This design comes from an exercise in tuning for small area and few clock cycles on the open sky130 flow, not from production work.
Function was checked by simulation only, so behaviour that the tests miss may differ from the original.

== JK ==
## axi_lite_memory
module axi_lite_memory #(
	parameter   AXIL_DATA_WIDTH = 32,
			    AXIL_ADDR_WIDTH = 4
)(
	input wire  						clk,
	input wire  						reset,
	input wire  						arvalid,
	input wire [AXIL_ADDR_WIDTH-1:0]	araddr,
	input wire  						rready,
	output reg  						arready,
	output reg  						rvalid,
	output reg [AXIL_DATA_WIDTH-1:0]	rdata,
	output wire [1:0]					rresp,
	input wire  						awvalid,
	input wire [AXIL_ADDR_WIDTH-1:0]	awaddr,
	input wire  						wvalid,
	input wire [AXIL_DATA_WIDTH-1:0]	wdata,
	input wire [AXIL_DATA_WIDTH/8-1:0]	wstrb,
	input wire  						bready,
	output reg  						awready,
	output reg  						wready,
	output reg  						bvalid,
	output wire [1:0]					bresp
);
==> module axi_lite_memory, before the edit <==
module axi_lite_memory #(
	parameter   AXIL_DATA_WIDTH = 32,
			    AXIL_ADDR_WIDTH = 4
)(
	input wire  						clk,
	input wire  						reset,
	input wire  						arvalid,
	input wire [AXIL_ADDR_WIDTH-1:0]	araddr,
	input wire  						rready,
	output reg  						arready,
	output reg  						rvalid,
	output reg [AXIL_DATA_WIDTH-1:0]	rdata,
	output wire [1:0]					rresp,
	input wire  						awvalid,
	input wire [AXIL_ADDR_WIDTH-1:0]	awaddr,
	input wire  						wvalid,
	input wire [AXIL_DATA_WIDTH-1:0]	wdata,
	input wire [AXIL_DATA_WIDTH/8-1:0]	wstrb,
	input wire  						bready,
	output reg  						awready,
	output reg  						wready,
	output reg  						bvalid,
	output wire [1:0]					bresp
);
	localparam MEMORY_DEPTH = 2**AXIL_ADDR_WIDTH;
	reg [AXIL_DATA_WIDTH-1:0] mem [0:MEMORY_DEPTH-1];  
	reg [AXIL_ADDR_WIDTH-1:0] araddr_q;
	reg [MEMORY_DEPTH-1:0] rsel;
	reg [AXIL_ADDR_WIDTH-1:0]   awaddr_buff;
	reg [AXIL_DATA_WIDTH-1:0]   wdata_buff;
	reg [AXIL_DATA_WIDTH/8-1:0] wstrb_buff;
	reg aw_full, w_full;
	reg commit;    
	reg aw_wait;   
	reg w_wait;    
	reg b_free;    
	reg aw_take, w_take, complete;
	integer i, w;
	wire [AXIL_ADDR_WIDTH-1:0]   araddr_nxt, awaddr_nxt;
	wire [AXIL_DATA_WIDTH-1:0]   wdata_nxt;
	wire [AXIL_DATA_WIDTH/8-1:0] wstrb_nxt;
	wire arready_n, aw_take_n, w_take_n;
	axi_lite_memory_inv u_ar_inv (.a(arready), .y(arready_n));
	axi_lite_memory_inv u_aw_inv (.a(aw_take), .y(aw_take_n));
	axi_lite_memory_inv u_w_inv  (.a(w_take),  .y(w_take_n));
	axi_lite_memory_lane #(.W(AXIL_ADDR_WIDTH)) u_ar_hold (
		.en(arready), .en_n(arready_n), .d(araddr), .q(araddr_q), .y(araddr_nxt)
	);
	axi_lite_memory_lane #(.W(AXIL_ADDR_WIDTH)) u_aw_hold (
		.en(aw_take), .en_n(aw_take_n), .d(awaddr), .q(awaddr_buff), .y(awaddr_nxt)
	);
	axi_lite_memory_lane #(.W(AXIL_DATA_WIDTH + AXIL_DATA_WIDTH/8)) u_w_hold (
		.en(w_take), .en_n(w_take_n), .d({wstrb, wdata}), .q({wstrb_buff, wdata_buff}),
		.y({wstrb_nxt, wdata_nxt})
	);
	reg  [AXIL_DATA_WIDTH/8-1:0] wen   [0:MEMORY_DEPTH-1];
	wire [AXIL_DATA_WIDTH-1:0]   mem_nxt [0:MEMORY_DEPTH-1];
	genvar gw, gl;
	generate
		for (gw = 0; gw < MEMORY_DEPTH; gw = gw + 1)
		begin : g_word
			for (gl = 0; gl < AXIL_DATA_WIDTH/8; gl = gl + 1)
			begin : g_lane
				wire en_n;
				axi_lite_memory_inv u_inv (
					.a(wen[gw][gl]),
					.y(en_n)
				);
				axi_lite_memory_lane u_lane (
					.en(wen[gw][gl]),
					.en_n(en_n),
					.d(wdata_buff[8*gl +: 8]),
					.q(mem[gw][8*gl +: 8]),
					.y(mem_nxt[gw][8*gl +: 8])
				);
			end
		end
	endgenerate
	assign bresp = 2'b00;
	assign rresp = 2'b00;
	always @(*)
	begin
		arready  = (rvalid == 1'b0) || (rready == 1'b1);
		rdata    = {AXIL_DATA_WIDTH{1'b0}};
		for (i = 0; i < MEMORY_DEPTH; i = i + 1)
		begin
			rsel[i] = (araddr_q == i);
			rdata = rdata | (mem[i] & {AXIL_DATA_WIDTH{rsel[i]}});
		end
		commit   = aw_full && w_full;
		aw_wait  = w_full && !commit;
		w_wait   = aw_full && !commit;
		b_free   = (bvalid == 1'b0) || (bready == 1'b1);
		awready  = (!aw_full || commit) && (b_free || !(wvalid || aw_wait));
		wready   = (!w_full || commit) && (b_free || !(awvalid || w_wait));
		aw_take  = awvalid && awready;
		w_take   = wvalid && wready;
		complete = (aw_take && (w_take || aw_wait)) || (w_take && w_wait);
		for (i = 0; i < MEMORY_DEPTH; i = i + 1)
			wen[i] = {AXIL_DATA_WIDTH/8{commit && (awaddr_buff == i)}} & wstrb_buff;
	end
	always @(posedge clk)
	begin
		araddr_q    <= araddr_nxt;
		awaddr_buff <= awaddr_nxt;
		wdata_buff  <= wdata_nxt;
		wstrb_buff  <= wstrb_nxt;
		if (!reset)
		begin
			rvalid  <= 1'b0;
			bvalid  <= 1'b0;
			aw_full <= 1'b0;
			w_full  <= 1'b0;
		end
		else
		begin
			if (arready)
				rvalid <= arvalid;
			if (b_free)
				bvalid <= complete;
			aw_full <= aw_take || (aw_full && !commit);
			w_full  <= w_take || (w_full && !commit);
		end
		for (w = 0; w < MEMORY_DEPTH; w = w + 1)
			mem[w] <= mem_nxt[w];
	end
endmodule
==> module axi_lite_memory_lane, before the edit <==
module axi_lite_memory_lane #(
	parameter W = 8
)(
	input wire         en,
	input wire         en_n,
	input wire [W-1:0] d,
	input wire [W-1:0] q,
	output wire [W-1:0] y
);
	assign y = (d & {W{en}}) | (q & {W{en_n}});
endmodule
export LEC_CHECK = 0
export CAP_MARGIN = 20
export CORE_MARGIN = 2
export CORE_UTILIZATION = 70
export PLACE_DENSITY = 0.85
export SLEW_MARGIN = 20
export SYNTH_HIERARCHICAL = 1
create_clock -name core_clock -period 5.0 [get_ports {clk}]
standard.sh (not shown) runs the stock make flow with config.mk's settings and CLKGATE_MAP_FILE= SYNTH_SCRIPT=/design/flow/synth_recipe.tcl, a recipe that flattens the netlist after the stock synthesis.
==> flow/flow/run.sh <==
#!/bin/bash
# Standard ORFS layout (the standard.sh), with three changes:
#  - synthesis maps logic with an area-oriented abc script (flow/my_synth.tcl);
#  - ports are buffered with the smallest buffer (buf_1) instead of clkdlybuf4s50_1;
#  - CTS uses clkbuf_16 leaf clusters of up to 28 sinks and no dummy loads.
set -euo pipefail
cd "$(dirname "$0")/.."
work=$PWD
export MY_ABC_SCRIPT=$work/flow/area_map.abc
export FLOW_SYNTH_TCL=$work/synth_recipe.tcl
export BUFFER_PORTS_ARGS="-buffer_cell sky130_fd_sc_hd__buf_1"
export CTS_ARGS="-sink_clustering_enable -repair_clock_nets -dont_use_dummy_load -buf_list sky130_fd_sc_hd__clkbuf_16 -sink_clustering_size 28 -sink_clustering_max_diameter 200"
bash standard.sh SYNTH_SCRIPT=$work/flow/my_synth.tcl finish > flow_standard.log 2>&1
==> flow/flow/area_map.abc <==
&get -n
&st
&dch
&nf -a
&st
&dch
&nf -a
&put
==> flow/flow/my_synth.tcl <==
# The standard flow's synthesis (synth_recipe.tcl, which sources ORFS's synth.tcl) with one change:
# abc's technology-mapping script is an area-oriented one (area_map.abc) instead of
# ORFS's abc_speed.script. Flip-flop mapping (dfflibmap), flattening and renaming
# are the standard flow's own, so the registers are the standard synthesis's.
proc abc {args} {
  set i [lsearch -exact $args -script]
  if {$i >= 0 && [string match *abc_speed.script [lindex $args [expr {$i + 1}]]]} {
    lset args [expr {$i + 1}] $::env(MY_ABC_SCRIPT)
  }
  yosys abc {*}$args
}
source $::env(FLOW_SYNTH_TCL)
Testbench counts of JK, summed over its fixed seeds: cycles 21,542.
Input changes introduced in MS (baseline for comparison: JK):
--- a/flow/design.v
+++ b/flow/design.v
@@ -33,29 +33,12 @@
 	reg commit;    
 	reg aw_wait;   
 	reg w_wait;    
 	reg b_free;    
 	reg aw_take, w_take, complete;
 	integer i, w;
-	wire [AXIL_ADDR_WIDTH-1:0]   araddr_nxt, awaddr_nxt;
-	wire [AXIL_DATA_WIDTH-1:0]   wdata_nxt;
-	wire [AXIL_DATA_WIDTH/8-1:0] wstrb_nxt;
-	wire arready_n, aw_take_n, w_take_n;
-	axi_lite_memory_inv u_ar_inv (.a(arready), .y(arready_n));
-	axi_lite_memory_inv u_aw_inv (.a(aw_take), .y(aw_take_n));
-	axi_lite_memory_inv u_w_inv  (.a(w_take),  .y(w_take_n));
-	axi_lite_memory_lane #(.W(AXIL_ADDR_WIDTH)) u_ar_hold (
-		.en(arready), .en_n(arready_n), .d(araddr), .q(araddr_q), .y(araddr_nxt)
-	);
-	axi_lite_memory_lane #(.W(AXIL_ADDR_WIDTH)) u_aw_hold (
-		.en(aw_take), .en_n(aw_take_n), .d(awaddr), .q(awaddr_buff), .y(awaddr_nxt)
-	);
-	axi_lite_memory_lane #(.W(AXIL_DATA_WIDTH + AXIL_DATA_WIDTH/8)) u_w_hold (
-		.en(w_take), .en_n(w_take_n), .d({wstrb, wdata}), .q({wstrb_buff, wdata_buff}),
-		.y({wstrb_nxt, wdata_nxt})
-	);
 	reg  [AXIL_DATA_WIDTH/8-1:0] wen   [0:MEMORY_DEPTH-1];
 	wire [AXIL_DATA_WIDTH-1:0]   mem_nxt [0:MEMORY_DEPTH-1];
 	genvar gw, gl;
 	generate
 		for (gw = 0; gw < MEMORY_DEPTH; gw = gw + 1)
 		begin : g_word
@@ -98,16 +81,21 @@
 		complete = (aw_take && (w_take || aw_wait)) || (w_take && w_wait);
 		for (i = 0; i < MEMORY_DEPTH; i = i + 1)
 			wen[i] = {AXIL_DATA_WIDTH/8{commit && (awaddr_buff == i)}} & wstrb_buff;
 	end
 	always @(posedge clk)
 	begin
-		araddr_q    <= araddr_nxt;
-		awaddr_buff <= awaddr_nxt;
-		wdata_buff  <= wdata_nxt;
-		wstrb_buff  <= wstrb_nxt;
+		if (arready)
+			araddr_q <= araddr;
+		if (aw_take)
+			awaddr_buff <= awaddr;
+		if (w_take)
+		begin
+			wdata_buff <= wdata;
+			wstrb_buff <= wstrb;
+		end
 		if (!reset)
 		begin
 			rvalid  <= 1'b0;
 			bvalid  <= 1'b0;
 			aw_full <= 1'b0;
 			w_full  <= 1'b0;
@@ -122,22 +110,20 @@
 			w_full  <= w_take || (w_full && !commit);
 		end
 		for (w = 0; w < MEMORY_DEPTH; w = w + 1)
 			mem[w] <= mem_nxt[w];
 	end
 endmodule
-module axi_lite_memory_lane #(
-	parameter W = 8
-)(
-	input wire         en,
-	input wire         en_n,
-	input wire [W-1:0] d,
-	input wire [W-1:0] q,
-	output wire [W-1:0] y
+module axi_lite_memory_lane (
+	input wire       en,
+	input wire       en_n,
+	input wire [7:0] d,
+	input wire [7:0] q,
+	output wire [7:0] y
 );
-	assign y = (d & {W{en}}) | (q & {W{en_n}});
+	assign y = (d & {8{en}}) | (q & {8{en_n}});
 endmodule
 module axi_lite_memory_inv (
 	input wire  a,
 	output wire y
 );
 	assign y = ~a;
### Flow results
MS went all the way through the flow, and no timing, DRC or antenna check failed. Taking JK as the reference, in MS fraction of area in clock buffers and inverters now sits at about the same level, layout buffer count excluding clock buffers now sits higher, final non-filler cell area now sits higher. Diff JK..MS | count of cells resized by post-cts repair | negligible. On initial antenna violation count, the lower figure sits with JK, not MS.
Testbench counts of MS, summed over its fixed seeds: cycles 21,542.

==> port drivers added, routing unchanged <==
How much do the figures lean on ideal ports? The routed layouts below were timed once more, with nothing changed but the port constraints.
Step 1 assumes that a clkbuf_16 drives the clock port and a buf_2 every other input.
Step 2, shift: input delay + t, output delay - t, t = (earliest + latest rising clock arrival at the registers) / 2. This alone moves slack from input paths to output paths.
a / b / c = ideal / step 1 / step 2; a / b = the first two.
| run | shift t [ns] | slack for setup (ns) | latest minus earliest clock arrival (ns) |
|---|---|---|---|
| JK | 0.615 | 0.890 / 0.835 / 1.450 | 0.017 / 0.017 |
| MS | 0.613 | 0.607 / 0.552 / 1.165 | 0.019 / 0.019 |
After both steps every run listed still meets setup and hold.
